Source: an optimization exercise on an open RTL-to-GDS flow (aim: small area and a short achievable clock period). Production flows keep margins and buffers that such runs may drop.
The RTL was checked by simulation tests, not by an equivalence proof against the original design.
No activity file was given, so power comes from the tool's default toggle rates.

$ cat flow/run.sh
#!/bin/bash
# The standard layout (standard.sh) with two changes:
#  - every port is buffered by the smallest buffer cell instead of the one buffer_ports
#    picks by default;
#  - repair_timing aims for 45 ns of setup slack (SETUP_SLACK_MARGIN) instead of 0, so the
#    resizer upsizes the critical path; the clock and constraints stay the design's.
# Each tool's output lands in the ORFS logs under orfs/logs/; make's own output goes to
# standard_flow.log in this folder.
set -euo pipefail
bash standard.sh "BUFFER_PORTS_ARGS=-buffer_cell sky130_fd_sc_hd__buf_1" \
  SETUP_SLACK_MARGIN=45 finish > standard_flow.log 2>&1
$ cat standard.sh
#!/bin/bash
# synth_recipe.tcl (not shown) runs the flow's synth.tcl, then flattens the netlist and writes it again
# the make line also repeats each setting of config.mk as NAME=value (left out here)
make -C /OpenROAD-flow-scripts/flow DESIGN_CONFIG=/design/flow/config.mk WORK_HOME=/design/flow/orfs CLKGATE_MAP_FILE= SYNTH_SCRIPT=/design/flow/synth_recipe.tcl "${@:-finish}"
$ cat config.mk
export PLATFORM = sky130hd
export DESIGN_NAME = ALU_TOP
export DESIGN_NICKNAME = ALU_TOP
export VERILOG_FILES = /design/flow/design.v
export SDC_FILE = /design/flow/constraint.sdc
export NUM_CORES = 4
export LEC_CHECK = 0
export ABC_AREA = 1
export CAP_MARGIN = 20
export CORE_MARGIN = 2
export CORE_UTILIZATION = 40
export SLEW_MARGIN = 20
$ cat constraint.sdc
create_clock -name core_clock -period 95.0 [get_ports {CLK}]
set_input_delay 19.0000 -clock core_clock [delete_from_list [all_inputs] [get_ports {CLK}]]
set_output_delay 19.0000 -clock core_clock [all_outputs]
set_load 0.01 [all_outputs]
$ cat design.v
module Decoder_Unit (
input wire [1:0] ALU_FUN,
output wire Arith_Enable, Logic_Enable, CMP_Enable, Shift_Enable
	);
assign Arith_Enable = (ALU_FUN == 2'b00);
assign Logic_Enable = (ALU_FUN == 2'b01);
assign CMP_Enable   = (ALU_FUN == 2'b10);
assign Shift_Enable = (ALU_FUN == 2'b11);
endmodule
module ALU_MUL (
  input  wire [15:0] A,
  input  wire [15:0] B,
  output wire [31:0] P
);
wire one1;
wire two2;
wire neg3;
wire pp4;
wire pp5;
wire pp6;
wire pp7;
wire pp8;
wire pp9;
wire pp10;
wire pp11;
wire pp12;
wire pp13;
wire pp14;
wire pp15;
wire pp16;
wire pp17;
wire pp18;
wire pp19;
wire pp20;
wire one21;
wire two22;
wire neg23;
wire pp24;
wire pp25;
wire pp26;
wire pp27;
wire pp28;
wire pp29;
wire pp30;
wire pp31;
wire pp32;
wire pp33;
wire pp34;
wire pp35;
wire pp36;
wire pp37;
wire pp38;
wire pp39;
wire pp40;
wire one41;
wire two42;
wire neg43;
wire pp44;
wire pp45;
wire pp46;
wire pp47;
wire pp48;
wire pp49;
wire pp50;
wire pp51;
wire pp52;
wire pp53;
wire pp54;
wire pp55;
wire pp56;
wire pp57;
wire pp58;
wire pp59;
wire pp60;
wire one61;
wire two62;
wire neg63;
wire pp64;
wire pp65;
wire pp66;
wire pp67;
wire pp68;
wire pp69;
wire pp70;
wire pp71;
wire pp72;
wire pp73;
wire pp74;
wire pp75;
wire pp76;
wire pp77;
wire pp78;
wire pp79;
wire pp80;
wire one81;
wire two82;
wire neg83;
wire pp84;
wire pp85;
wire pp86;
wire pp87;
wire pp88;
wire pp89;
wire pp90;
wire pp91;
wire pp92;
wire pp93;
wire pp94;
wire pp95;
wire pp96;
wire pp97;
wire pp98;
wire pp99;
wire pp100;
wire one101;
wire two102;
wire neg103;
wire pp104;
wire pp105;
wire pp106;
wire pp107;
wire pp108;
wire pp109;
wire pp110;
wire pp111;
wire pp112;
wire pp113;
wire pp114;
wire pp115;
wire pp116;
wire pp117;
wire pp118;
wire pp119;
wire pp120;
wire one121;
wire two122;
wire neg123;
wire pp124;
wire pp125;
wire pp126;
wire pp127;
wire pp128;
wire pp129;
wire pp130;
wire pp131;
wire pp132;
wire pp133;
wire pp134;
wire pp135;
wire pp136;
wire pp137;
wire pp138;
wire pp139;
wire pp140;
wire one141;
wire two142;
wire neg143;
wire pp144;
wire pp145;
wire pp146;
wire pp147;
wire pp148;
wire pp149;
wire pp150;
wire pp151;
wire pp152;
wire pp153;
wire pp154;
wire pp155;
wire pp156;
wire pp157;
wire pp158;
wire pp159;
wire pp160;
wire s161;
wire c162;
wire s163;
wire c164;
wire s165;
wire c166;
wire s167;
wire c168;
wire s169;
wire c170;
wire s171;
wire c172;
wire s173;
wire c174;
wire s175;
wire c176;
wire s177;
wire c178;
wire s179;
wire c180;
wire s181;
wire c182;
wire s183;
wire c184;
wire s185;
wire c186;
wire s187;
wire c188;
wire s189;
wire c190;
wire s191;
wire c192;
wire s193;
wire c194;
wire s195;
wire c196;
wire s197;
wire c198;
wire s199;
wire c200;
wire s201;
wire c202;
wire s203;
wire c204;
wire s205;
wire c206;
wire s207;
wire c208;
wire s209;
wire c210;
wire s211;
wire c212;
wire s213;
wire c214;
wire s215;
wire c216;
wire s217;
wire c218;
wire s219;
wire c220;
wire s221;
wire c222;
wire s223;
wire c224;
wire s225;
wire c226;
wire s227;
wire c228;
wire s229;
wire c230;
wire s231;
wire c232;
wire s233;
wire c234;
wire s235;
wire c236;
wire s237;
wire c238;
wire s239;
wire c240;
wire s241;
wire c242;
wire s243;
wire c244;
wire s245;
wire c246;
wire s247;
wire c248;
wire s249;
wire c250;
wire s251;
wire c252;
wire s253;
wire c254;
wire s255;
wire c256;
wire s257;
wire c258;
wire s259;
wire c260;
wire s261;
wire c262;
wire s263;
wire c264;
wire s265;
wire c266;
wire s267;
wire c268;
wire s269;
wire c270;
wire s271;
wire c272;
wire s273;
wire c274;
wire s275;
wire c276;
wire s277;
wire c278;
wire s279;
wire c280;
wire s281;
wire c282;
wire s283;
wire c284;
wire s285;
wire c286;
wire s287;
wire c288;
wire s289;
wire c290;
wire s291;
wire c292;
wire s293;
wire c294;
wire s295;
wire c296;
wire s297;
wire c298;
wire s299;
wire c300;
wire s301;
wire c302;
wire s303;
wire c304;
wire s305;
wire c306;
wire s307;
wire c308;
wire s309;
wire c310;
wire s311;
wire c312;
wire s313;
wire c314;
wire s315;
wire c316;
wire s317;
wire c318;
wire s319;
wire c320;
wire s321;
wire c322;
wire s323;
wire c324;
wire s325;
wire c326;
wire s327;
wire c328;
wire s329;
wire c330;
wire s331;
wire c332;
wire s333;
wire c334;
wire s335;
wire c336;
wire s337;
wire c338;
wire s339;
wire c340;
wire s341;
wire c342;
wire s343;
wire c344;
wire s345;
wire c346;
wire s347;
wire c348;
wire s349;
wire c350;
wire s351;
wire c352;
wire s353;
wire c354;
wire s355;
wire c356;
wire s357;
wire c358;
wire s359;
wire c360;
wire s361;
wire c362;
wire s363;
wire c364;
wire s365;
wire c366;
wire s367;
wire c368;
wire s369;
wire c370;
wire s371;
wire c372;
wire s373;
wire c374;
wire s375;
wire c376;
wire s377;
wire c378;
wire s379;
wire c380;
wire s381;
wire c382;
wire s383;
wire c384;
wire s385;
wire c386;
wire s387;
wire c388;
wire s389;
wire c390;
wire s391;
wire c392;
wire s393;
wire c394;
wire s395;
wire c396;
wire s397;
wire c398;
wire s399;
wire c400;
wire s401;
wire c402;
wire s403;
wire c404;
wire s405;
wire c406;
wire s407;
wire c408;
wire s409;
wire c410;
wire s411;
wire c412;
wire s413;
wire c414;
wire s415;
wire c416;
wire s417;
wire c418;
wire s419;
wire c420;
wire s421;
wire c422;
wire s423;
wire c424;
wire s425;
wire c426;
wire s427;
wire c428;
wire s429;
wire c430;
wire s431;
wire c432;
wire s433;
wire c434;
wire s435;
wire c436;
wire s437;
wire c438;
wire s439;
wire c440;
wire s441;
wire c442;
wire s443;
wire c444;
wire s445;
wire c446;
wire s447;
assign one1 = B[0] ^ 1'b0;
assign two2 = (B[1] & ~B[0] & ~1'b0) | (~B[1] & B[0] & 1'b0);
assign neg3 = B[1];
assign pp4 = ((one1 & A[0]) | (two2 & 1'b0)) ^ neg3;
assign pp5 = ((one1 & A[1]) | (two2 & A[0])) ^ neg3;
assign pp6 = ((one1 & A[2]) | (two2 & A[1])) ^ neg3;
assign pp7 = ((one1 & A[3]) | (two2 & A[2])) ^ neg3;
assign pp8 = ((one1 & A[4]) | (two2 & A[3])) ^ neg3;
assign pp9 = ((one1 & A[5]) | (two2 & A[4])) ^ neg3;
assign pp10 = ((one1 & A[6]) | (two2 & A[5])) ^ neg3;
assign pp11 = ((one1 & A[7]) | (two2 & A[6])) ^ neg3;
assign pp12 = ((one1 & A[8]) | (two2 & A[7])) ^ neg3;
assign pp13 = ((one1 & A[9]) | (two2 & A[8])) ^ neg3;
assign pp14 = ((one1 & A[10]) | (two2 & A[9])) ^ neg3;
assign pp15 = ((one1 & A[11]) | (two2 & A[10])) ^ neg3;
assign pp16 = ((one1 & A[12]) | (two2 & A[11])) ^ neg3;
assign pp17 = ((one1 & A[13]) | (two2 & A[12])) ^ neg3;
assign pp18 = ((one1 & A[14]) | (two2 & A[13])) ^ neg3;
assign pp19 = ((one1 & A[15]) | (two2 & A[14])) ^ neg3;
assign pp20 = ~(((one1 & A[15]) | (two2 & A[15])) ^ neg3);
assign one21 = B[2] ^ B[1];
assign two22 = (B[3] & ~B[2] & ~B[1]) | (~B[3] & B[2] & B[1]);
assign neg23 = B[3];
assign pp24 = ((one21 & A[0]) | (two22 & 1'b0)) ^ neg23;
assign pp25 = ((one21 & A[1]) | (two22 & A[0])) ^ neg23;
assign pp26 = ((one21 & A[2]) | (two22 & A[1])) ^ neg23;
assign pp27 = ((one21 & A[3]) | (two22 & A[2])) ^ neg23;
assign pp28 = ((one21 & A[4]) | (two22 & A[3])) ^ neg23;
assign pp29 = ((one21 & A[5]) | (two22 & A[4])) ^ neg23;
assign pp30 = ((one21 & A[6]) | (two22 & A[5])) ^ neg23;
assign pp31 = ((one21 & A[7]) | (two22 & A[6])) ^ neg23;
assign pp32 = ((one21 & A[8]) | (two22 & A[7])) ^ neg23;
assign pp33 = ((one21 & A[9]) | (two22 & A[8])) ^ neg23;
assign pp34 = ((one21 & A[10]) | (two22 & A[9])) ^ neg23;
assign pp35 = ((one21 & A[11]) | (two22 & A[10])) ^ neg23;
assign pp36 = ((one21 & A[12]) | (two22 & A[11])) ^ neg23;
assign pp37 = ((one21 & A[13]) | (two22 & A[12])) ^ neg23;
assign pp38 = ((one21 & A[14]) | (two22 & A[13])) ^ neg23;
assign pp39 = ((one21 & A[15]) | (two22 & A[14])) ^ neg23;
assign pp40 = ~(((one21 & A[15]) | (two22 & A[15])) ^ neg23);
assign one41 = B[4] ^ B[3];
assign two42 = (B[5] & ~B[4] & ~B[3]) | (~B[5] & B[4] & B[3]);
assign neg43 = B[5];
assign pp44 = ((one41 & A[0]) | (two42 & 1'b0)) ^ neg43;
assign pp45 = ((one41 & A[1]) | (two42 & A[0])) ^ neg43;
assign pp46 = ((one41 & A[2]) | (two42 & A[1])) ^ neg43;
assign pp47 = ((one41 & A[3]) | (two42 & A[2])) ^ neg43;
assign pp48 = ((one41 & A[4]) | (two42 & A[3])) ^ neg43;
assign pp49 = ((one41 & A[5]) | (two42 & A[4])) ^ neg43;
assign pp50 = ((one41 & A[6]) | (two42 & A[5])) ^ neg43;
assign pp51 = ((one41 & A[7]) | (two42 & A[6])) ^ neg43;
assign pp52 = ((one41 & A[8]) | (two42 & A[7])) ^ neg43;
assign pp53 = ((one41 & A[9]) | (two42 & A[8])) ^ neg43;
assign pp54 = ((one41 & A[10]) | (two42 & A[9])) ^ neg43;
assign pp55 = ((one41 & A[11]) | (two42 & A[10])) ^ neg43;
assign pp56 = ((one41 & A[12]) | (two42 & A[11])) ^ neg43;
assign pp57 = ((one41 & A[13]) | (two42 & A[12])) ^ neg43;
assign pp58 = ((one41 & A[14]) | (two42 & A[13])) ^ neg43;
assign pp59 = ((one41 & A[15]) | (two42 & A[14])) ^ neg43;
assign pp60 = ~(((one41 & A[15]) | (two42 & A[15])) ^ neg43);
assign one61 = B[6] ^ B[5];
assign two62 = (B[7] & ~B[6] & ~B[5]) | (~B[7] & B[6] & B[5]);
assign neg63 = B[7];
assign pp64 = ((one61 & A[0]) | (two62 & 1'b0)) ^ neg63;
assign pp65 = ((one61 & A[1]) | (two62 & A[0])) ^ neg63;
assign pp66 = ((one61 & A[2]) | (two62 & A[1])) ^ neg63;
assign pp67 = ((one61 & A[3]) | (two62 & A[2])) ^ neg63;
assign pp68 = ((one61 & A[4]) | (two62 & A[3])) ^ neg63;
assign pp69 = ((one61 & A[5]) | (two62 & A[4])) ^ neg63;
assign pp70 = ((one61 & A[6]) | (two62 & A[5])) ^ neg63;
assign pp71 = ((one61 & A[7]) | (two62 & A[6])) ^ neg63;
assign pp72 = ((one61 & A[8]) | (two62 & A[7])) ^ neg63;
assign pp73 = ((one61 & A[9]) | (two62 & A[8])) ^ neg63;
assign pp74 = ((one61 & A[10]) | (two62 & A[9])) ^ neg63;
assign pp75 = ((one61 & A[11]) | (two62 & A[10])) ^ neg63;
assign pp76 = ((one61 & A[12]) | (two62 & A[11])) ^ neg63;
assign pp77 = ((one61 & A[13]) | (two62 & A[12])) ^ neg63;
assign pp78 = ((one61 & A[14]) | (two62 & A[13])) ^ neg63;
assign pp79 = ((one61 & A[15]) | (two62 & A[14])) ^ neg63;
assign pp80 = ~(((one61 & A[15]) | (two62 & A[15])) ^ neg63);
assign one81 = B[8] ^ B[7];
assign two82 = (B[9] & ~B[8] & ~B[7]) | (~B[9] & B[8] & B[7]);
assign neg83 = B[9];
assign pp84 = ((one81 & A[0]) | (two82 & 1'b0)) ^ neg83;
assign pp85 = ((one81 & A[1]) | (two82 & A[0])) ^ neg83;
assign pp86 = ((one81 & A[2]) | (two82 & A[1])) ^ neg83;
assign pp87 = ((one81 & A[3]) | (two82 & A[2])) ^ neg83;
assign pp88 = ((one81 & A[4]) | (two82 & A[3])) ^ neg83;
assign pp89 = ((one81 & A[5]) | (two82 & A[4])) ^ neg83;
assign pp90 = ((one81 & A[6]) | (two82 & A[5])) ^ neg83;
assign pp91 = ((one81 & A[7]) | (two82 & A[6])) ^ neg83;
assign pp92 = ((one81 & A[8]) | (two82 & A[7])) ^ neg83;
assign pp93 = ((one81 & A[9]) | (two82 & A[8])) ^ neg83;
assign pp94 = ((one81 & A[10]) | (two82 & A[9])) ^ neg83;
assign pp95 = ((one81 & A[11]) | (two82 & A[10])) ^ neg83;
assign pp96 = ((one81 & A[12]) | (two82 & A[11])) ^ neg83;
assign pp97 = ((one81 & A[13]) | (two82 & A[12])) ^ neg83;
assign pp98 = ((one81 & A[14]) | (two82 & A[13])) ^ neg83;
assign pp99 = ((one81 & A[15]) | (two82 & A[14])) ^ neg83;
assign pp100 = ~(((one81 & A[15]) | (two82 & A[15])) ^ neg83);
assign one101 = B[10] ^ B[9];
assign two102 = (B[11] & ~B[10] & ~B[9]) | (~B[11] & B[10] & B[9]);
assign neg103 = B[11];
assign pp104 = ((one101 & A[0]) | (two102 & 1'b0)) ^ neg103;
assign pp105 = ((one101 & A[1]) | (two102 & A[0])) ^ neg103;
assign pp106 = ((one101 & A[2]) | (two102 & A[1])) ^ neg103;
assign pp107 = ((one101 & A[3]) | (two102 & A[2])) ^ neg103;
assign pp108 = ((one101 & A[4]) | (two102 & A[3])) ^ neg103;
assign pp109 = ((one101 & A[5]) | (two102 & A[4])) ^ neg103;
assign pp110 = ((one101 & A[6]) | (two102 & A[5])) ^ neg103;
assign pp111 = ((one101 & A[7]) | (two102 & A[6])) ^ neg103;
assign pp112 = ((one101 & A[8]) | (two102 & A[7])) ^ neg103;
assign pp113 = ((one101 & A[9]) | (two102 & A[8])) ^ neg103;
assign pp114 = ((one101 & A[10]) | (two102 & A[9])) ^ neg103;
assign pp115 = ((one101 & A[11]) | (two102 & A[10])) ^ neg103;
assign pp116 = ((one101 & A[12]) | (two102 & A[11])) ^ neg103;
assign pp117 = ((one101 & A[13]) | (two102 & A[12])) ^ neg103;
assign pp118 = ((one101 & A[14]) | (two102 & A[13])) ^ neg103;
assign pp119 = ((one101 & A[15]) | (two102 & A[14])) ^ neg103;
assign pp120 = ~(((one101 & A[15]) | (two102 & A[15])) ^ neg103);
assign one121 = B[12] ^ B[11];
assign two122 = (B[13] & ~B[12] & ~B[11]) | (~B[13] & B[12] & B[11]);
assign neg123 = B[13];
assign pp124 = ((one121 & A[0]) | (two122 & 1'b0)) ^ neg123;
assign pp125 = ((one121 & A[1]) | (two122 & A[0])) ^ neg123;
assign pp126 = ((one121 & A[2]) | (two122 & A[1])) ^ neg123;
assign pp127 = ((one121 & A[3]) | (two122 & A[2])) ^ neg123;
assign pp128 = ((one121 & A[4]) | (two122 & A[3])) ^ neg123;
assign pp129 = ((one121 & A[5]) | (two122 & A[4])) ^ neg123;
assign pp130 = ((one121 & A[6]) | (two122 & A[5])) ^ neg123;
assign pp131 = ((one121 & A[7]) | (two122 & A[6])) ^ neg123;
assign pp132 = ((one121 & A[8]) | (two122 & A[7])) ^ neg123;
assign pp133 = ((one121 & A[9]) | (two122 & A[8])) ^ neg123;
assign pp134 = ((one121 & A[10]) | (two122 & A[9])) ^ neg123;
assign pp135 = ((one121 & A[11]) | (two122 & A[10])) ^ neg123;
assign pp136 = ((one121 & A[12]) | (two122 & A[11])) ^ neg123;
assign pp137 = ((one121 & A[13]) | (two122 & A[12])) ^ neg123;
assign pp138 = ((one121 & A[14]) | (two122 & A[13])) ^ neg123;
assign pp139 = ((one121 & A[15]) | (two122 & A[14])) ^ neg123;
assign pp140 = ~(((one121 & A[15]) | (two122 & A[15])) ^ neg123);
assign one141 = B[14] ^ B[13];
assign two142 = (B[15] & ~B[14] & ~B[13]) | (~B[15] & B[14] & B[13]);
assign neg143 = B[15];
assign pp144 = ((one141 & A[0]) | (two142 & 1'b0)) ^ neg143;
assign pp145 = ((one141 & A[1]) | (two142 & A[0])) ^ neg143;
assign pp146 = ((one141 & A[2]) | (two142 & A[1])) ^ neg143;
assign pp147 = ((one141 & A[3]) | (two142 & A[2])) ^ neg143;
assign pp148 = ((one141 & A[4]) | (two142 & A[3])) ^ neg143;
assign pp149 = ((one141 & A[5]) | (two142 & A[4])) ^ neg143;
assign pp150 = ((one141 & A[6]) | (two142 & A[5])) ^ neg143;
assign pp151 = ((one141 & A[7]) | (two142 & A[6])) ^ neg143;
assign pp152 = ((one141 & A[8]) | (two142 & A[7])) ^ neg143;
assign pp153 = ((one141 & A[9]) | (two142 & A[8])) ^ neg143;
assign pp154 = ((one141 & A[10]) | (two142 & A[9])) ^ neg143;
assign pp155 = ((one141 & A[11]) | (two142 & A[10])) ^ neg143;
assign pp156 = ((one141 & A[12]) | (two142 & A[11])) ^ neg143;
assign pp157 = ((one141 & A[13]) | (two142 & A[12])) ^ neg143;
assign pp158 = ((one141 & A[14]) | (two142 & A[13])) ^ neg143;
assign pp159 = ((one141 & A[15]) | (two142 & A[14])) ^ neg143;
assign pp160 = ~(((one141 & A[15]) | (two142 & A[15])) ^ neg143);
assign s161 = pp14 ^ pp32;
assign c162 = pp14 & pp32;
assign s163 = pp15 ^ pp33;
assign c164 = pp15 & pp33;
assign s165 = pp16 ^ pp34 ^ pp52;
assign c166 = (pp16 & pp34) | (pp52 & (pp16 ^ pp34));
assign s167 = pp70 ^ pp88;
assign c168 = pp70 & pp88;
assign s169 = pp17 ^ pp35 ^ pp53;
assign c170 = (pp17 & pp35) | (pp53 & (pp17 ^ pp35));
assign s171 = pp71 ^ pp89;
assign c172 = pp71 & pp89;
assign s173 = pp18 ^ pp36 ^ pp54;
assign c174 = (pp18 & pp36) | (pp54 & (pp18 ^ pp36));
assign s175 = pp72 ^ pp90 ^ pp108;
assign c176 = (pp72 & pp90) | (pp108 & (pp72 ^ pp90));
assign s177 = pp126 ^ pp144;
assign c178 = pp126 & pp144;
assign s179 = pp19 ^ pp37 ^ pp55;
assign c180 = (pp19 & pp37) | (pp55 & (pp19 ^ pp37));
assign s181 = pp73 ^ pp91 ^ pp109;
assign c182 = (pp73 & pp91) | (pp109 & (pp73 ^ pp91));
assign s183 = pp127 ^ pp145;
assign c184 = pp127 & pp145;
assign s185 = pp20 ^ pp38 ^ pp56;
assign c186 = (pp20 & pp38) | (pp56 & (pp20 ^ pp38));
assign s187 = pp74 ^ pp92 ^ pp110;
assign c188 = (pp74 & pp92) | (pp110 & (pp74 ^ pp92));
assign s189 = ~(pp128 ^ pp146);
assign c190 = pp128 | pp146;
assign s191 = pp39 ^ pp57 ^ pp75;
assign c192 = (pp39 & pp57) | (pp75 & (pp39 ^ pp57));
assign s193 = pp93 ^ pp111 ^ pp129;
assign c194 = (pp93 & pp111) | (pp129 & (pp93 ^ pp111));
assign s195 = ~pp147;
assign c196 = pp147;
assign s197 = pp40 ^ pp58 ^ pp76;
assign c198 = (pp40 & pp58) | (pp76 & (pp40 ^ pp58));
assign s199 = pp94 ^ pp112 ^ pp130;
assign c200 = (pp94 & pp112) | (pp130 & (pp94 ^ pp112));
assign s201 = pp59 ^ pp77 ^ pp95;
assign c202 = (pp59 & pp77) | (pp95 & (pp59 ^ pp77));
assign s203 = pp113 ^ pp131;
assign c204 = pp113 & pp131;
assign s205 = pp60 ^ pp78 ^ pp96;
assign c206 = (pp60 & pp78) | (pp96 & (pp60 ^ pp78));
assign s207 = pp79 ^ pp97;
assign c208 = pp79 & pp97;
assign s209 = pp10 ^ pp28;
assign c210 = pp10 & pp28;
assign s211 = pp11 ^ pp29;
assign c212 = pp11 & pp29;
assign s213 = pp12 ^ pp30 ^ pp48;
assign c214 = (pp12 & pp30) | (pp48 & (pp12 ^ pp30));
assign s215 = pp66 ^ pp84;
assign c216 = pp66 & pp84;
assign s217 = pp13 ^ pp31 ^ pp49;
assign c218 = (pp13 & pp31) | (pp49 & (pp13 ^ pp31));
assign s219 = pp67 ^ pp85;
assign c220 = pp67 & pp85;
assign s221 = s161 ^ pp50 ^ pp68;
assign c222 = (s161 & pp50) | (pp68 & (s161 ^ pp50));
assign s223 = pp86 ^ pp104 ^ neg103;
assign c224 = (pp86 & pp104) | (neg103 & (pp86 ^ pp104));
assign s225 = c162 ^ s163 ^ pp51;
assign c226 = (c162 & s163) | (pp51 & (c162 ^ s163));
assign s227 = pp69 ^ pp87 ^ pp105;
assign c228 = (pp69 & pp87) | (pp105 & (pp69 ^ pp87));
assign s229 = c164 ^ s165 ^ s167;
assign c230 = (c164 & s165) | (s167 & (c164 ^ s165));
assign s231 = pp106 ^ pp124 ^ neg123;
assign c232 = (pp106 & pp124) | (neg123 & (pp106 ^ pp124));
assign s233 = c166 ^ c168 ^ s169;
assign c234 = (c166 & c168) | (s169 & (c166 ^ c168));
assign s235 = s171 ^ pp107 ^ pp125;
assign c236 = (s171 & pp107) | (pp125 & (s171 ^ pp107));
assign s237 = c170 ^ c172 ^ s173;
assign c238 = (c170 & c172) | (s173 & (c170 ^ c172));
assign s239 = s175 ^ s177 ^ neg143;
assign c240 = (s175 & s177) | (neg143 & (s175 ^ s177));
assign s241 = c174 ^ c176 ^ c178;
assign c242 = (c174 & c176) | (c178 & (c174 ^ c176));
assign s243 = s179 ^ s181 ^ s183;
assign c244 = (s179 & s181) | (s183 & (s179 ^ s181));
assign s245 = c180 ^ c182 ^ c184;
assign c246 = (c180 & c182) | (c184 & (c180 ^ c182));
assign s247 = s185 ^ s187 ^ s189;
assign c248 = (s185 & s187) | (s189 & (s185 ^ s187));
assign s249 = c186 ^ c188 ^ c190;
assign c250 = (c186 & c188) | (c190 & (c186 ^ c188));
assign s251 = s191 ^ s193 ^ s195;
assign c252 = (s191 & s193) | (s195 & (s191 ^ s193));
assign s253 = c192 ^ c194 ^ c196;
assign c254 = (c192 & c194) | (c196 & (c192 ^ c194));
assign s255 = s197 ^ s199 ^ pp148;
assign c256 = (s197 & s199) | (pp148 & (s197 ^ s199));
assign s257 = c198 ^ c200 ^ s201;
assign c258 = (c198 & c200) | (s201 & (c198 ^ c200));
assign s259 = ~(s203 ^ pp149);
assign c260 = s203 | pp149;
assign s261 = c202 ^ c204 ^ s205;
assign c262 = (c202 & c204) | (s205 & (c202 ^ c204));
assign s263 = pp114 ^ pp132 ^ pp150;
assign c264 = (pp114 & pp132) | (pp150 & (pp114 ^ pp132));
assign s265 = c206 ^ s207 ^ pp115;
assign c266 = (c206 & s207) | (pp115 & (c206 ^ s207));
assign s267 = ~(pp133 ^ pp151);
assign c268 = pp133 | pp151;
assign s269 = c208 ^ pp80 ^ pp98;
assign c270 = (c208 & pp80) | (pp98 & (c208 ^ pp80));
assign s271 = pp116 ^ pp134 ^ pp152;
assign c272 = (pp116 & pp134) | (pp152 & (pp116 ^ pp134));
assign s273 = pp99 ^ pp117 ^ pp135;
assign c274 = (pp99 & pp117) | (pp135 & (pp99 ^ pp117));
assign s275 = ~pp153;
assign c276 = pp153;
assign s277 = pp100 ^ pp118 ^ pp136;
assign c278 = (pp100 & pp118) | (pp136 & (pp100 ^ pp118));
assign s279 = pp119 ^ pp137;
assign c280 = pp119 & pp137;
assign s281 = pp8 ^ pp26;
assign c282 = pp8 & pp26;
assign s283 = pp9 ^ pp27;
assign c284 = pp9 & pp27;
assign s285 = s209 ^ pp46 ^ pp64;
assign c286 = (s209 & pp46) | (pp64 & (s209 ^ pp46));
assign s287 = c210 ^ s211 ^ pp47;
assign c288 = (c210 & s211) | (pp47 & (c210 ^ s211));
assign s289 = c212 ^ s213 ^ s215;
assign c290 = (c212 & s213) | (s215 & (c212 ^ s213));
assign s291 = c214 ^ c216 ^ s217;
assign c292 = (c214 & c216) | (s217 & (c214 ^ c216));
assign s293 = c218 ^ c220 ^ s221;
assign c294 = (c218 & c220) | (s221 & (c218 ^ c220));
assign s295 = c222 ^ c224 ^ s225;
assign c296 = (c222 & c224) | (s225 & (c222 ^ c224));
assign s297 = c226 ^ c228 ^ s229;
assign c298 = (c226 & c228) | (s229 & (c226 ^ c228));
assign s299 = c230 ^ c232 ^ s233;
assign c300 = (c230 & c232) | (s233 & (c230 ^ c232));
assign s301 = c234 ^ c236 ^ s237;
assign c302 = (c234 & c236) | (s237 & (c234 ^ c236));
assign s303 = c238 ^ c240 ^ s241;
assign c304 = (c238 & c240) | (s241 & (c238 ^ c240));
assign s305 = c242 ^ c244 ^ s245;
assign c306 = (c242 & c244) | (s245 & (c242 ^ c244));
assign s307 = c246 ^ c248 ^ s249;
assign c308 = (c246 & c248) | (s249 & (c246 ^ c248));
assign s309 = c250 ^ c252 ^ s253;
assign c310 = (c250 & c252) | (s253 & (c250 ^ c252));
assign s311 = c254 ^ c256 ^ s257;
assign c312 = (c254 & c256) | (s257 & (c254 ^ c256));
assign s313 = c258 ^ c260 ^ s261;
assign c314 = (c258 & c260) | (s261 & (c258 ^ c260));
assign s315 = c262 ^ c264 ^ s265;
assign c316 = (c262 & c264) | (s265 & (c262 ^ c264));
assign s317 = c266 ^ c268 ^ s269;
assign c318 = (c266 & c268) | (s269 & (c266 ^ c268));
assign s319 = c270 ^ c272 ^ s273;
assign c320 = (c270 & c272) | (s273 & (c270 ^ c272));
assign s321 = c274 ^ c276 ^ s277;
assign c322 = (c274 & c276) | (s277 & (c274 ^ c276));
assign s323 = c278 ^ s279 ^ pp155;
assign c324 = (c278 & s279) | (pp155 & (c278 ^ s279));
assign s325 = c280 ^ pp120 ^ pp138;
assign c326 = (c280 & pp120) | (pp138 & (c280 ^ pp120));
assign s327 = pp139 ^ pp157;
assign c328 = pp139 & pp157;
assign s329 = pp6 ^ pp24;
assign c330 = pp6 & pp24;
assign s331 = pp7 ^ pp25;
assign c332 = pp7 & pp25;
assign s333 = s281 ^ pp44 ^ neg43;
assign c334 = (s281 & pp44) | (neg43 & (s281 ^ pp44));
assign s335 = c282 ^ s283 ^ pp45;
assign c336 = (c282 & s283) | (pp45 & (c282 ^ s283));
assign s337 = c284 ^ s285 ^ neg63;
assign c338 = (c284 & s285) | (neg63 & (c284 ^ s285));
assign s339 = c286 ^ s287 ^ pp65;
assign c340 = (c286 & s287) | (pp65 & (c286 ^ s287));
assign s341 = c288 ^ s289 ^ neg83;
assign c342 = (c288 & s289) | (neg83 & (c288 ^ s289));
assign s343 = c290 ^ s291 ^ s219;
assign c344 = (c290 & s291) | (s219 & (c290 ^ s291));
assign s345 = c292 ^ s293 ^ s223;
assign c346 = (c292 & s293) | (s223 & (c292 ^ s293));
assign s347 = c294 ^ s295 ^ s227;
assign c348 = (c294 & s295) | (s227 & (c294 ^ s295));
assign s349 = c296 ^ s297 ^ s231;
assign c350 = (c296 & s297) | (s231 & (c296 ^ s297));
assign s351 = c298 ^ s299 ^ s235;
assign c352 = (c298 & s299) | (s235 & (c298 ^ s299));
assign s353 = c300 ^ s301 ^ s239;
assign c354 = (c300 & s301) | (s239 & (c300 ^ s301));
assign s355 = c302 ^ s303 ^ s243;
assign c356 = (c302 & s303) | (s243 & (c302 ^ s303));
assign s357 = c304 ^ s305 ^ s247;
assign c358 = (c304 & s305) | (s247 & (c304 ^ s305));
assign s359 = c306 ^ s307 ^ s251;
assign c360 = (c306 & s307) | (s251 & (c306 ^ s307));
assign s361 = c308 ^ s309 ^ s255;
assign c362 = (c308 & s309) | (s255 & (c308 ^ s309));
assign s363 = c310 ^ s311 ^ s259;
assign c364 = (c310 & s311) | (s259 & (c310 ^ s311));
assign s365 = c312 ^ s313 ^ s263;
assign c366 = (c312 & s313) | (s263 & (c312 ^ s313));
assign s367 = c314 ^ s315 ^ s267;
assign c368 = (c314 & s315) | (s267 & (c314 ^ s315));
assign s369 = c316 ^ s317 ^ s271;
assign c370 = (c316 & s317) | (s271 & (c316 ^ s317));
assign s371 = c318 ^ s319 ^ s275;
assign c372 = (c318 & s319) | (s275 & (c318 ^ s319));
assign s373 = c320 ^ s321 ^ pp154;
assign c374 = (c320 & s321) | (pp154 & (c320 ^ s321));
assign s375 = ~(c322 ^ s323);
assign c376 = c322 | s323;
assign s377 = c324 ^ s325 ^ pp156;
assign c378 = (c324 & s325) | (pp156 & (c324 ^ s325));
assign s379 = ~(c326 ^ s327);
assign c380 = c326 | s327;
assign s381 = c328 ^ pp140 ^ pp158;
assign c382 = (c328 & pp140) | (pp158 & (c328 ^ pp140));
assign s383 = ~pp159;
assign c384 = pp159;
assign s385 = pp4 ^ neg3;
assign c386 = pp4 & neg3;
assign s387 = pp5 ^ c386;
assign c388 = pp5 & c386;
assign s389 = s329 ^ neg23 ^ c388;
assign c390 = (s329 & neg23) | (c388 & (s329 ^ neg23));
assign s391 = c330 ^ s331 ^ c390;
assign c392 = (c330 & s331) | (c390 & (c330 ^ s331));
assign s393 = c332 ^ s333 ^ c392;
assign c394 = (c332 & s333) | (c392 & (c332 ^ s333));
assign s395 = c334 ^ s335 ^ c394;
assign c396 = (c334 & s335) | (c394 & (c334 ^ s335));
assign s397 = c336 ^ s337 ^ c396;
assign c398 = (c336 & s337) | (c396 & (c336 ^ s337));
assign s399 = c338 ^ s339 ^ c398;
assign c400 = (c338 & s339) | (c398 & (c338 ^ s339));
assign s401 = c340 ^ s341 ^ c400;
assign c402 = (c340 & s341) | (c400 & (c340 ^ s341));
assign s403 = c342 ^ s343 ^ c402;
assign c404 = (c342 & s343) | (c402 & (c342 ^ s343));
assign s405 = c344 ^ s345 ^ c404;
assign c406 = (c344 & s345) | (c404 & (c344 ^ s345));
assign s407 = c346 ^ s347 ^ c406;
assign c408 = (c346 & s347) | (c406 & (c346 ^ s347));
assign s409 = c348 ^ s349 ^ c408;
assign c410 = (c348 & s349) | (c408 & (c348 ^ s349));
assign s411 = c350 ^ s351 ^ c410;
assign c412 = (c350 & s351) | (c410 & (c350 ^ s351));
assign s413 = c352 ^ s353 ^ c412;
assign c414 = (c352 & s353) | (c412 & (c352 ^ s353));
assign s415 = c354 ^ s355 ^ c414;
assign c416 = (c354 & s355) | (c414 & (c354 ^ s355));
assign s417 = c356 ^ s357 ^ c416;
assign c418 = (c356 & s357) | (c416 & (c356 ^ s357));
assign s419 = c358 ^ s359 ^ c418;
assign c420 = (c358 & s359) | (c418 & (c358 ^ s359));
assign s421 = c360 ^ s361 ^ c420;
assign c422 = (c360 & s361) | (c420 & (c360 ^ s361));
assign s423 = c362 ^ s363 ^ c422;
assign c424 = (c362 & s363) | (c422 & (c362 ^ s363));
assign s425 = c364 ^ s365 ^ c424;
assign c426 = (c364 & s365) | (c424 & (c364 ^ s365));
assign s427 = c366 ^ s367 ^ c426;
assign c428 = (c366 & s367) | (c426 & (c366 ^ s367));
assign s429 = c368 ^ s369 ^ c428;
assign c430 = (c368 & s369) | (c428 & (c368 ^ s369));
assign s431 = c370 ^ s371 ^ c430;
assign c432 = (c370 & s371) | (c430 & (c370 ^ s371));
assign s433 = c372 ^ s373 ^ c432;
assign c434 = (c372 & s373) | (c432 & (c372 ^ s373));
assign s435 = c374 ^ s375 ^ c434;
assign c436 = (c374 & s375) | (c434 & (c374 ^ s375));
assign s437 = c376 ^ s377 ^ c436;
assign c438 = (c376 & s377) | (c436 & (c376 ^ s377));
assign s439 = c378 ^ s379 ^ c438;
assign c440 = (c378 & s379) | (c438 & (c378 ^ s379));
assign s441 = c380 ^ s381 ^ c440;
assign c442 = (c380 & s381) | (c440 & (c380 ^ s381));
assign s443 = c382 ^ s383 ^ c442;
assign c444 = (c382 & s383) | (c442 & (c382 ^ s383));
assign s445 = c384 ^ pp160 ^ c444;
assign c446 = (c384 & pp160) | (c444 & (c384 ^ pp160));
assign s447 = 1'b1 ^ c446;
assign P = {s447, s445, s443, s441, s439, s437, s435, s433, s431, s429, s427, s425, s423, s421, s419, s417, s415, s413, s411, s409, s407, s405, s403, s401, s399, s397, s395, s393, s391, s389, s387, s385};
endmodule
module ALU_DIV (
  input  wire [15:0] A,
  input  wire [15:0] B,
  output wire [16:0] Q    
);
wire sa = A[15];
wire sb = B[15];
wire [15:0] N;
assign N[0] = A[0];
assign N[1] = A[1] ^ (sa & (|A[0:0]));
assign N[2] = A[2] ^ (sa & (|A[1:0]));
assign N[3] = A[3] ^ (sa & (|A[2:0]));
assign N[4] = A[4] ^ (sa & (|A[3:0]));
assign N[5] = A[5] ^ (sa & (|A[4:0]));
assign N[6] = A[6] ^ (sa & (|A[5:0]));
assign N[7] = A[7] ^ (sa & (|A[6:0]));
assign N[8] = A[8] ^ (sa & (|A[7:0]));
assign N[9] = A[9] ^ (sa & (|A[8:0]));
assign N[10] = A[10] ^ (sa & (|A[9:0]));
assign N[11] = A[11] ^ (sa & (|A[10:0]));
assign N[12] = A[12] ^ (sa & (|A[11:0]));
assign N[13] = A[13] ^ (sa & (|A[12:0]));
assign N[14] = A[14] ^ (sa & (|A[13:0]));
assign N[15] = A[15] ^ (sa & (|A[14:0]));
wire ci = ~sb;
wire [15:0] Bx = B ^ {16{ci}};
wire [15:0] q;
wire [0:0] x15;
assign x15 = N[15];
wire [0:0] d15;
wire [1:0] c15;
wire [1:0] t15 = {1'b0, x15} + {1'b0, Bx[0:0]} + ci;
assign d15 = t15[0:0];
assign c15[1] = t15[1];
assign q[15] = c15[1] & (&Bx[15:1]);
wire [0:0] r15 = q[15] ? d15 : x15;
wire [1:0] x14;
assign x14 = {r15, N[14]};
wire [1:0] d14;
wire [2:0] c14;
wire [2:0] t14 = {1'b0, x14} + {1'b0, Bx[1:0]} + ci;
assign d14 = t14[1:0];
assign c14[2] = t14[2];
assign q[14] = c14[2] & (&Bx[15:2]);
wire [1:0] r14 = q[14] ? d14 : x14;
wire [2:0] x13;
assign x13 = {r14, N[13]};
wire [2:0] d13;
wire [3:0] c13;
wire [3:0] t13 = {1'b0, x13} + {1'b0, Bx[2:0]} + ci;
assign d13 = t13[2:0];
assign c13[3] = t13[3];
assign q[13] = c13[3] & (&Bx[15:3]);
wire [2:0] r13 = q[13] ? d13 : x13;
wire [3:0] x12;
assign x12 = {r13, N[12]};
wire [3:0] d12;
wire [4:0] c12;
wire [4:0] t12 = {1'b0, x12} + {1'b0, Bx[3:0]} + ci;
assign d12 = t12[3:0];
assign c12[4] = t12[4];
assign q[12] = c12[4] & (&Bx[15:4]);
wire [3:0] r12 = q[12] ? d12 : x12;
wire [4:0] x11;
assign x11 = {r12, N[11]};
wire [4:0] d11;
wire [5:0] c11;
wire [5:0] t11 = {1'b0, x11} + {1'b0, Bx[4:0]} + ci;
assign d11 = t11[4:0];
assign c11[5] = t11[5];
assign q[11] = c11[5] & (&Bx[15:5]);
wire [4:0] r11 = q[11] ? d11 : x11;
wire [5:0] x10;
assign x10 = {r11, N[10]};
wire [5:0] d10;
wire [6:0] c10;
wire [6:0] t10 = {1'b0, x10} + {1'b0, Bx[5:0]} + ci;
assign d10 = t10[5:0];
assign c10[6] = t10[6];
assign q[10] = c10[6] & (&Bx[15:6]);
wire [5:0] r10 = q[10] ? d10 : x10;
wire [6:0] x9;
assign x9 = {r10, N[9]};
wire [6:0] d9;
wire [7:0] c9;
wire [7:0] t9 = {1'b0, x9} + {1'b0, Bx[6:0]} + ci;
assign d9 = t9[6:0];
assign c9[7] = t9[7];
assign q[9] = c9[7] & (&Bx[15:7]);
wire [6:0] r9 = q[9] ? d9 : x9;
wire [7:0] x8;
assign x8 = {r9, N[8]};
wire [7:0] d8;
wire [8:0] c8;
wire [8:0] t8 = {1'b0, x8} + {1'b0, Bx[7:0]} + ci;
assign d8 = t8[7:0];
assign c8[8] = t8[8];
assign q[8] = c8[8] & (&Bx[15:8]);
wire [7:0] r8 = q[8] ? d8 : x8;
wire [8:0] x7;
assign x7 = {r8, N[7]};
wire [8:0] d7;
wire [9:0] c7;
wire [9:0] t7 = {1'b0, x7} + {1'b0, Bx[8:0]} + ci;
assign d7 = t7[8:0];
assign c7[9] = t7[9];
assign q[7] = c7[9] & (&Bx[15:9]);
wire [8:0] r7 = q[7] ? d7 : x7;
wire [9:0] x6;
assign x6 = {r7, N[6]};
wire [9:0] d6;
wire [10:0] c6;
wire [10:0] t6 = {1'b0, x6} + {1'b0, Bx[9:0]} + ci;
assign d6 = t6[9:0];
assign c6[10] = t6[10];
assign q[6] = c6[10] & (&Bx[15:10]);
wire [9:0] r6 = q[6] ? d6 : x6;
wire [10:0] x5;
assign x5 = {r6, N[5]};
wire [10:0] d5;
wire [11:0] c5;
wire [11:0] t5 = {1'b0, x5} + {1'b0, Bx[10:0]} + ci;
assign d5 = t5[10:0];
assign c5[11] = t5[11];
assign q[5] = c5[11] & (&Bx[15:11]);
wire [10:0] r5 = q[5] ? d5 : x5;
wire [11:0] x4;
assign x4 = {r5, N[4]};
wire [11:0] d4;
wire [12:0] c4;
wire [12:0] t4 = {1'b0, x4} + {1'b0, Bx[11:0]} + ci;
assign d4 = t4[11:0];
assign c4[12] = t4[12];
assign q[4] = c4[12] & (&Bx[15:12]);
wire [11:0] r4 = q[4] ? d4 : x4;
wire [12:0] x3;
assign x3 = {r4, N[3]};
wire [12:0] d3;
wire [13:0] c3;
wire [13:0] t3 = {1'b0, x3} + {1'b0, Bx[12:0]} + ci;
assign d3 = t3[12:0];
assign c3[13] = t3[13];
assign q[3] = c3[13] & (&Bx[15:13]);
wire [12:0] r3 = q[3] ? d3 : x3;
wire [13:0] x2;
assign x2 = {r3, N[2]};
wire [13:0] d2;
wire [14:0] c2;
wire [14:0] t2 = {1'b0, x2} + {1'b0, Bx[13:0]} + ci;
assign d2 = t2[13:0];
assign c2[14] = t2[14];
assign q[2] = c2[14] & (&Bx[15:14]);
wire [13:0] r2 = q[2] ? d2 : x2;
wire [14:0] x1;
assign x1 = {r2, N[1]};
wire [14:0] d1;
wire [15:0] c1;
wire [15:0] t1 = {1'b0, x1} + {1'b0, Bx[14:0]} + ci;
assign d1 = t1[14:0];
assign c1[15] = t1[15];
assign q[1] = c1[15] & (&Bx[15:15]);
wire [14:0] r1 = q[1] ? d1 : x1;
wire [15:0] x0;
assign x0 = {r1, N[0]};
wire [15:0] d0;
wire [16:0] c0;
wire [16:0] t0 = {1'b0, x0} + {1'b0, Bx[15:0]} + ci;
assign d0 = t0[15:0];
assign c0[16] = t0[16];
assign q[0] = c0[16];
wire sq = sa ^ sb;
wire [16:0] qn;
assign qn[0] = q[0];
assign qn[1] = q[1] ^ (sq & (|q[0:0]));
assign qn[2] = q[2] ^ (sq & (|q[1:0]));
assign qn[3] = q[3] ^ (sq & (|q[2:0]));
assign qn[4] = q[4] ^ (sq & (|q[3:0]));
assign qn[5] = q[5] ^ (sq & (|q[4:0]));
assign qn[6] = q[6] ^ (sq & (|q[5:0]));
assign qn[7] = q[7] ^ (sq & (|q[6:0]));
assign qn[8] = q[8] ^ (sq & (|q[7:0]));
assign qn[9] = q[9] ^ (sq & (|q[8:0]));
assign qn[10] = q[10] ^ (sq & (|q[9:0]));
assign qn[11] = q[11] ^ (sq & (|q[10:0]));
assign qn[12] = q[12] ^ (sq & (|q[11:0]));
assign qn[13] = q[13] ^ (sq & (|q[12:0]));
assign qn[14] = q[14] ^ (sq & (|q[13:0]));
assign qn[15] = q[15] ^ (sq & (|q[14:0]));
assign qn[16] = sq & (|q);
assign Q = qn;
endmodule
module ALU_ADDSUB (
  input  wire [15:0] A,
  input  wire [15:0] B,
  input  wire SUB,
  output wire [16:0] S    
);
wire [16:0] a = {A[15], A};
wire [16:0] b = {B[15], B} ^ {17{SUB}};
wire [17:0] c;
assign c[0] = SUB;
assign S[0] = a[0] ^ b[0] ^ c[0];
assign c[1] = (a[0] & b[0]) | (c[0] & (a[0] ^ b[0]));
assign S[1] = a[1] ^ b[1] ^ c[1];
assign c[2] = (a[1] & b[1]) | (c[1] & (a[1] ^ b[1]));
assign S[2] = a[2] ^ b[2] ^ c[2];
assign c[3] = (a[2] & b[2]) | (c[2] & (a[2] ^ b[2]));
assign S[3] = a[3] ^ b[3] ^ c[3];
assign c[4] = (a[3] & b[3]) | (c[3] & (a[3] ^ b[3]));
assign S[4] = a[4] ^ b[4] ^ c[4];
assign c[5] = (a[4] & b[4]) | (c[4] & (a[4] ^ b[4]));
assign S[5] = a[5] ^ b[5] ^ c[5];
assign c[6] = (a[5] & b[5]) | (c[5] & (a[5] ^ b[5]));
assign S[6] = a[6] ^ b[6] ^ c[6];
assign c[7] = (a[6] & b[6]) | (c[6] & (a[6] ^ b[6]));
assign S[7] = a[7] ^ b[7] ^ c[7];
assign c[8] = (a[7] & b[7]) | (c[7] & (a[7] ^ b[7]));
assign S[8] = a[8] ^ b[8] ^ c[8];
assign c[9] = (a[8] & b[8]) | (c[8] & (a[8] ^ b[8]));
assign S[9] = a[9] ^ b[9] ^ c[9];
assign c[10] = (a[9] & b[9]) | (c[9] & (a[9] ^ b[9]));
assign S[10] = a[10] ^ b[10] ^ c[10];
assign c[11] = (a[10] & b[10]) | (c[10] & (a[10] ^ b[10]));
assign S[11] = a[11] ^ b[11] ^ c[11];
assign c[12] = (a[11] & b[11]) | (c[11] & (a[11] ^ b[11]));
assign S[12] = a[12] ^ b[12] ^ c[12];
assign c[13] = (a[12] & b[12]) | (c[12] & (a[12] ^ b[12]));
assign S[13] = a[13] ^ b[13] ^ c[13];
assign c[14] = (a[13] & b[13]) | (c[13] & (a[13] ^ b[13]));
assign S[14] = a[14] ^ b[14] ^ c[14];
assign c[15] = (a[14] & b[14]) | (c[14] & (a[14] ^ b[14]));
assign S[15] = a[15] ^ b[15] ^ c[15];
assign c[16] = (a[15] & b[15]) | (c[15] & (a[15] ^ b[15]));
assign S[16] = a[16] ^ b[16] ^ c[16];
endmodule
module LOGIC_UNIT (
input wire [15:0] A,
input wire [15:0] B,
input wire [1:0] ALU_FUN,
output wire [15:0] Y
	);
assign Y = (ALU_FUN[0] ? (A | B) : (A & B)) ^ {16{ALU_FUN[1]}};
endmodule
module CMP_UNIT (
input wire [16:0] D,       
input wire [1:0] ALU_FUN,
output wire [1:0] Y
	);
wire eq = ~|D[15:0];
wire lt = D[16];
wire gt = ~lt & ~eq;
assign Y[1] = ALU_FUN[1] & (ALU_FUN[0] ? lt : gt);
assign Y[0] = ALU_FUN[0] & (ALU_FUN[1] ? lt : eq);
endmodule
module SHIFT_UNIT (
input wire [15:0] A,
input wire [15:0] B,
input wire [1:0] ALU_FUN,
output wire [16:0] Y
	);
wire [15:0] X = ALU_FUN[1] ? B : A;
assign Y = ALU_FUN[0] ? {X, 1'b0} : {1'b0, X[15], X[15:1]};
endmodule
module ALU_TOP (
input wire signed [15:0] A,
input wire signed [15:0] B,
input wire [3:0] ALU_FUNC,
input wire CLK,
input wire RST,
output reg signed [31:0] Arith_OUT,
output reg [15:0] Logic_OUT,
output reg [1:0] CMP_OUT,
output reg [16:0] SHIFT_OUT,
output reg Arith_Flag, Logic_Flag, CMP_Flag, SHIFT_Flag
	);
wire Arith_Enable, Logic_Enable, CMP_Enable, Shift_Enable;
Decoder_Unit Decoder (
.ALU_FUN(ALU_FUNC[3:2]),
.Arith_Enable(Arith_Enable),
.Logic_Enable(Logic_Enable),
.CMP_Enable(CMP_Enable),
.Shift_Enable(Shift_Enable)
	);
wire sub = ALU_FUNC[0] | ALU_FUNC[3];
wire [16:0] sum;
ALU_ADDSUB AddSub (.A(A), .B(B), .SUB(sub), .S(sum));
wire [31:0] prod;
ALU_MUL Mul (.A(A), .B(B), .P(prod));
wire [16:0] quo;
ALU_DIV Div (.A(A), .B(B), .Q(quo));
wire div_ok = |B;
wire sel_add = Arith_Enable & ~ALU_FUNC[1];
wire sel_mul = Arith_Enable & ALU_FUNC[1] & ~ALU_FUNC[0];
wire sel_div = Arith_Enable & ALU_FUNC[1] & ALU_FUNC[0] & div_ok;
wire [31:0] arith = ({32{sel_add}} & {{15{sum[16]}}, sum})
                  | ({32{sel_mul}} & prod)
                  | ({32{sel_div}} & {{15{quo[16]}}, quo});
wire [15:0] logic_res;
LOGIC_UNIT Logic (.A(A), .B(B), .ALU_FUN(ALU_FUNC[1:0]), .Y(logic_res));
wire [1:0] cmp_res;
CMP_UNIT Cmp (.D(sum), .ALU_FUN(ALU_FUNC[1:0]), .Y(cmp_res));
wire [16:0] shift_res;
SHIFT_UNIT Shift (.A(A), .B(B), .ALU_FUN(ALU_FUNC[1:0]), .Y(shift_res));
always @(posedge CLK or negedge RST) begin
if (!RST) begin
	Arith_OUT <= 32'b0;
	Logic_OUT <= 16'b0;
	CMP_OUT <= 2'b0;
	SHIFT_OUT <= 17'b0;
	Arith_Flag <= 1'b0;
	Logic_Flag <= 1'b0;
	CMP_Flag <= 1'b0;
	SHIFT_Flag <= 1'b0;
end else begin
	Arith_OUT <= arith;
	Logic_OUT <= Logic_Enable ? logic_res : 16'b0;
	CMP_OUT <= CMP_Enable ? cmp_res : 2'b0;
	SHIFT_OUT <= Shift_Enable ? shift_res : 17'b0;
	Arith_Flag <= Arith_Enable;
	Logic_Flag <= Logic_Enable;
	CMP_Flag <= CMP_Enable;
	SHIFT_Flag <= Shift_Enable;
end
end
endmodule
==> results of run 1 <==
[final cells by class]
| class | instances | area [um^2] | area share, % |
|---|---|---|---|
| antenna | 1 | 2.50 | 0.0141 |
| sequential | 71 | 1780 | 9.98 |
| timing repair inverter | 1 | 5.00 | 0.0281 |
| clock buffer | 9 | 225 | 1.27 |
| clock inverter | 6 | 61.3 | 0.344 |
| multi-input combinational | 1714 | 13300 | 74.9 |
| inverter | 244 | 928 | 5.22 |
| tap | 525 | 657 | 3.69 |
| timing repair buffer | 155 | 811 | 4.56 |
[state kept, by name, indices dropped and copies added (netlist names)]
register,cells
Arith_Flag,1
Arith_OUT,32
CMP_Flag,1
CMP_OUT,2
Logic_Flag,1
Logic_OUT,16
SHIFT_Flag,1
SHIFT_OUT,17
[layer usage]
| layer | up-vias | GRT usage [%] | share of wire (%) |
|---|---|---|---|
| met1 | 7351 | 33.8 | 41 |
| met3 | 147 | 4.15 | 7.2 |
| met4 | 0 | 12.1 | 4.3 |
| met2 | 635 | 44.1 | 48 |
| li1 | 7215 | - | - |
| met5 | - | 0 | 0 |
[cell families after synthesis]
group | Yosys count | synth area share [%]
XOR/XNOR | 270 | 15.0
adder cells (fa/ha/maj) | 291 | 28.8
buffers and inverters | 352 | 8.52
AO/OA/AOI/OAI | 497 | 18.3
multiplexers | 1 | 0.0614
flip-flops | 71 | 10.9
AND/OR/NAND/NOR | 652 | 18.4
[power by group]
part,internal [mW],total [mW],switching [mW]
combinational,0.131,0.318,0.186
sequential,0.0345,0.0361,0.00152
clock,0.0202,0.0370,0.0168
[per-stage QoR]
stage	utilization (%)	hold WS [ns]	setup slack, ns	std cells
floorplan	-	18.70	49.81	2134
global placement	43.0	19.31	45.33	2696
detailed placement	43.0	19.32	44.14	2696
CTS	43.8	18.92	45.09	2712
global route	44.5	18.97	44.89	2725
finish	44.5	18.91	47.56	2726
[worst paths after layout]
check                            start       endpoint  slack (ns)  cells past startpoint
max in group asynchronous          RST  Arith_OUT[14]       75.42                      2
min in group core_clock    ALU_FUNC[2]     Arith_Flag       18.94                      2
worst min-delay path               RST  SHIFT_OUT[11]       18.91                      2
worst max-delay path             B[15]  Arith_OUT[16]       47.56                    179
[timing repair]
| item | in CTS | in global routing |
|---|---|---|
| setup buffers | 0 | 9 |
| endpoints found under the setup margin | 32 | 32 |
| gates cloned | 1 | 4 |
| resized for setup | 5 | 41 |
| pin swaps | 0 | 5 |
[cells in the final DEF (no fill, tap or decap), drive strengths merged, types with 4 or more instances in the layout]
cell type,count
nand2,401
o211ai,8
a21o,7
fa,141
buf,148
o21bai,26
nor3,12
and2,10
or2,14
clkinv,9
a21oi,131
nand4,9
clkbuf,16
clkinvlp,4
dfrtp,71
xnor2,43
inv,237
xor2,227
a211oi,10
o21ai,168
nand3,114
ha,150
nor2,89
o22ai,132
==> flow_metrics.py, run 1 <==
metrics = {
    "clock_network": {
        "cts_made_buffers": 9,
        "cts_max_path_buffers": 2,
        "tritoncts": "yes",
        "cts.clk_slew.worst_paths_ns": 0.08,
        "cts_htree_levels": 3,
        "cts_num_sinks": 71,
        "root_buffer": "clkbuf_16",
        "ctsHoldBuffers": 0,
    },
    "global_route": {
        "grt_pass1_wl_mm": 86.1,
        "grt_pass1_vias": 15500,
        "grt_max_degree": 72,
        "grt_antenna_before_repair": 0,
        "grt.total_usage_pct": 26.5,
        "overflow": 0,
    },
    "place": {
        "dp_hpwl_mm": 41.7,
        "place_area_um2": 17200,
        "gp_congestion": 0.924,
        "portBuffers": 108,
    },
    "logic_synthesis": {
        "synth_top_area_share_pct": 17.3,
        "synth-edff-count": 0,
        "yosysTopAreaCell": "fa_1",
        "ys_ff_latch": 71,
        "syn-instance-count": 2134,
        "synthDistinctLibCells": 60,
        "synth_area_leaders": "fa_1, xor2_1, ha_1, dfrtp_1, nand2_1",
        "ys_top_cells_by_count": "nand2_1, inv_1, xor2_1, ha_1, fa_1",
        "syn_area_um2": 16300,
        "ys.flop_type": "dfrtp_1",
        "synth_fp_nets": 2463,
        "yosysWarnings": 1,
        "synth.most_common_cell": "nand2_1",
        "avgSynthCellArea_um2": 7.64,
        "async_flop_share_pct": 100,
        "ys_seq_area_share_pct": 10.9,
    },
    "timing": {
        "tightest_slew_ns": 1.37,
        "hold_viol": 0,
        "finalSetupTns_ns": 0,
        "rsz0062_at_grt": "no",
        "setup_viol": 0,
        "relSlewSlack_pct": 8.52,
        "slew_viol_final": 0,
        "fin_crit_sh_pct": 49.9,
        "max_freq_mhz": 21.1,
        "fin_crit_ns": 47.44,
    },
    "routing": {
        "dr.pass1.iters": 6,
        "vias": 15300,
        "ant_nets": 0,
        "drc": 0,
        "vias_per_cell": 5.63,
        "wire_per_inst_um": 20.6,
        "drtIter0Drc": 1451,
        "wl_mm": 56.2,
    },
    "job": {
        "maxCapViolations": 0,
    },
    "power": {
        "finalPower_mw": 0.391,
        "irDropWorstVdd_mv": 0.0318,
        "p_leak_nw": 8.84,
        "p_per_area_nw_per_um2": 22.0,
    },
    "die": {
        "fp.coreArea_um2": 40000,
        "pin_count": 109,
        "die_h_um": 206,
        "initial_utilization_pct": 40.8,
        "die_w_um": 206,
        "die_area_um2": 42400,
        "rows": 73,
    },
    "setup_path": {
        "startpoint_type": "primary input",
        "cpLargestDelayFamily": "compound AO/OA/AOI/OAI gates",
        "worstSetupPathType": "in -> reg",
        "slowest_stage": "clkinvlp_2",
        "arrival_ns": 47.64,
        "critPathBufInv": 24,
        "worst_ep_required_time_ns": 95.20,
        "cpMostUsedCell": "nand2_1",
        "critPathMaxFanout": 19,
        "max_stage_delay_ns": 0.53,
        "end_kind": "flip-flop",
    },
    "outcome": {
        "status": "no timing/DRC/antenna violations",
    },
    "cells_and_area": {
        "fillers": 4061,
        "drive_above_1_share_pct": 10.2,
        "final_area_um2": 17800,
        "synthToLayoutAreaGrowth_pct": 9.14,
        "layout.nets": 2525,
    },
    "hold_path": {
        "hp-class": "in -> async",
    },
}
==> inputs of run 2 (changes only) <==
==> flow/run.sh (replaced) <==
#!/bin/bash
# The standard layout (standard.sh) with two changes:
#  - synthesis is the standard synthesis with ABC's mapping script replaced by
#    flow/abc.script (flow/synth.tcl); the registers are the standard synthesis's;
#  - every port is buffered by the smallest buffer cell instead of the one buffer_ports
#    picks by default.
# Each tool's output lands in the ORFS logs under orfs/logs/; make's own output goes to
# standard_flow.log in this folder.
set -euo pipefail
bash standard.sh "SYNTH_SCRIPT=$PWD/flow/synth.tcl" \
  "BUFFER_PORTS_ARGS=-buffer_cell sky130_fd_sc_hd__buf_1" finish > standard_flow.log 2>&1
==> flow/abc.script (new file) <==
strash
dch
map -B 0.9
topo
stime -c
==> flow/synth.tcl (new file) <==
# The standard synthesis (synth_recipe.tcl in the work folder), with ABC's mapping script
# replaced by flow/abc.script. Only the combinational mapping changes; the registers are the
# standard synthesis's.
set my_flow_dir [file dirname [file normalize [info script]]]
proc abc {args} {
  set i [lsearch -exact $args -script]
  if {$i >= 0} { lset args [expr {$i + 1}] [file join $::my_flow_dir abc.script] }
  yosys abc {*}$args
}
source [file join [file dirname $my_flow_dir] synth_recipe.tcl]
==> flow_metrics.py, run 2 <==
metrics = {
    "outcome": {
        "status": "no timing/DRC/antenna violations",
    },
    "logic_synthesis": {
        "synth-edff-count": 0,
        "ys_ff_latch": 71,
        "avgSynthCellArea_um2": 7.56,
        "async_flop_share_pct": 100,
        "synth_top_area_share_pct": 18.4,
        "synth_fp_nets": 2355,
        "synth_area_leaders": "fa_1, xor2_1, ha_1, dfrtp_1, nand2_1",
        "synth.most_common_cell": "nand2_1",
        "syn-instance-count": 2026,
        "ys_top_cells_by_count": "nand2_1, clkinv_1, xor2_1, o21ai_0, ha_1",
        "yosysTopAreaCell": "fa_1",
        "ys_seq_area_share_pct": 11.6,
        "syn_area_um2": 15300,
        "synthDistinctLibCells": 32,
        "yosysWarnings": 1,
        "ys.flop_type": "dfrtp_1",
    },
    "timing": {
        "rsz0062_at_grt": "no",
        "slew_viol_final": 0,
        "fin_crit_ns": 54.09,
        "hold_viol": 0,
        "finalSetupTns_ns": 0,
        "tightest_slew_ns": 1.02,
        "setup_viol": 0,
        "fin_crit_sh_pct": 56.9,
        "max_freq_mhz": 18.5,
        "relSlewSlack_pct": 31.7,
    },
    "routing": {
        "wl_mm": 53.0,
        "vias_per_cell": 5.64,
        "ant_nets": 0,
        "dr.pass1.iters": 5,
        "drtIter0Drc": 1166,
        "vias": 15200,
        "drc": 0,
        "wire_per_inst_um": 19.7,
    },
    "setup_path": {
        "worst_ep_required_time_ns": 95.19,
        "end_kind": "flip-flop",
        "worst-path-stages": 179,
        "max_stage_delay_ns": 0.63,
        "cpLargestDelayFamily": "compound AO/OA/AOI/OAI gates",
        "cpMostUsedCell": "nand2_1",
        "worstSetupPathType": "in -> reg",
        "critPathMaxFanout": 29,
        "critPathBufInv": 23,
        "startpoint_type": "primary input",
        "arrival_ns": 54.28,
        "slowest_stage": "nand3_1",
    },
    "power": {
        "p_leak_nw": 7.48,
        "p_comb_share_pct": 79.6,
        "p_per_area_nw_per_um2": 22.1,
        "p_int_mw": 0.183,
        "power_frac_clock_pct": 10.8,
        "swShare_pct": 51.2,
        "irDropWorstVdd_mv": 0.0357,
        "p_seq_share_pct": 9.7,
        "finalPower_mw": 0.376,
        "switching_power_mw": 0.193,
    },
    "clock_network": {
        "cts_setup_buffers": 0,
        "cts_htree_levels": 3,
        "ctsResizeCount": 0,
        "root_buffer": "clkbuf_16",
        "cts_num_sinks": 71,
        "ctsHoldBuffers": 0,
        "cts_made_buffers": 9,
        "tritoncts": "yes",
        "cts.clk_slew.worst_paths_ns": 0.07,
        "cts_max_path_buffers": 2,
    },
    "global_route": {
        "grt_max_degree": 72,
        "grt_antenna_before_repair": 0,
        "grt.total_usage_pct": 27.3,
        "overflow": 0,
        "grt_pass1_wl_mm": 83.9,
        "grt_pass1_vias": 15400,
    },
    "cells_and_area": {
        "final_cell_mix": "nand2_1, clkinv_1, xor2_1, o21ai_0, ha_1",
        "top_regs": "Arith_OUT x32, SHIFT_OUT x17, Logic_OUT x16",
        "max_flop_register": "Arith_OUT",
        "synthToLayoutAreaGrowth_pct": 10.8,
        "post-route-util_pct": 45.1,
        "mostFrequentLayoutCell": "nand2_1",
        "drive_above_1_share_pct": 4.08,
        "largest_register_ffs": 32,
        "layout.nets": 2508,
        "fillers": 3827,
        "diodes": 0,
    },
    "place": {
        "gp_congestion": 0.915,
        "portBuffers": 108,
        "dp_hpwl_mm": 39.6,
    },
    "die": {
        "initial_utilization_pct": 40.7,
        "die_h_um": 200,
        "die_w_um": 200,
        "pin_count": 109,
        "fp.coreArea_um2": 37700,
        "die_area_um2": 39900,
        "rows": 71,
    },
    "job": {
        "maxCapViolations": 0,
    },
    "hold_path": {
        "hp-class": "in -> async",
    },
}
==> run 2: cells by family after synthesis <==
group           synth area share [%]
simple gates                    17.7
compound gates                  18.5
fa+ha+maj                       30.7
xor+xnor                        15.4
buf+inv                         5.98
flops                           11.6
mux                           0.0653
==> run 2: final timing paths <==
path	start	to	slack, ns
setup / recovery	B[13]	Arith_OUT[31]	40.91
max in group asynchronous	RST	Logic_OUT[5]	75.44
min in group core_clock	ALU_FUNC[2]	CMP_Flag	18.95
hold / removal	RST	Arith_OUT[19]	18.90
==> run 2: per-stage QoR <==
step / instance area, um^2 / setup WS, ns / cells / hold WS (ns)
finish: 17000 / 40.91 / 2695 / 18.90
global placement: 16600 / 42.51 / 2679 / 19.31
floorplan: 15300 / 47.02 / 2026 / 18.70
global route: 17000 / 36.78 / 2695 / 18.95
detailed placement: 16600 / 41.09 / 2679 / 19.31
CTS: 17000 / 41.33 / 2695 / 18.95
==> run 2: routing by layer <==
metal	share of wire [%]	track usage (%)	vias up
met2	49	47.6	613
met3	6.5	3.16	138
met4	4.0	11.0	0
met5	0	0	-
met1	41	34.1	7269
li1	-	-	7187
==> run 2: power groups by stage <==
stage / registers, mW / logic (mW) / clock network, mW
after detailed placement: 0.0371 / 0.299 / 0
after global placement: 0.0370 / 0.297 / 0
after CTS: 0.0365 / 0.302 / 0.0409
after floorplan: 0.0385 / 0.212 / 0
final: 0.0364 / 0.299 / 0.0404
after global routing: 0.0367 / 0.347 / 0.0420
==> run 2: area by class of cell <==
class                      count  area, um^2  share of cell area [%]
clock buffer                  10         239                    1.41
clock inverter                 6        92.6                   0.545
inverter                     244         916                    5.40
multi-input combinational   1711       12600                    74.5
sequential                    71        1780                    10.5
tap                          511         639                    3.77
timing repair buffer         142         669                    3.94

[re-timing with driven ports]
In the flow no input, the clock included, has a driving cell. The finished layouts below were timed again as built, in two steps.
Step 1, drivers: a clkbuf_16 drives CLK and a buf_2 each remaining input, both assumed.
Step 2, shift: input delay + t, output delay - t, t = (earliest + latest rising clock arrival at the registers) / 2. This alone moves slack from input paths to output paths.
Three values: ideal ports, drivers, drivers and shift; two values: the first two.
run	t (ns)	setup slack, ns	latest minus earliest clock arrival (ns)	worst data-port slew with drivers (ns)	cell pins on the clock port's net
run 1	0.422	47.558 / 47.568 / 47.146	0.026 / 0.026	0.07	1
run 2	0.408	40.911 / 40.939 / 40.531	0.015 / 0.015	0.07	1
After both steps setup and hold are still met in every run listed. For run 1, which loses most, drivers alone change the setup slack by +0.010 ns; drivers and shift together by -0.412 ns.
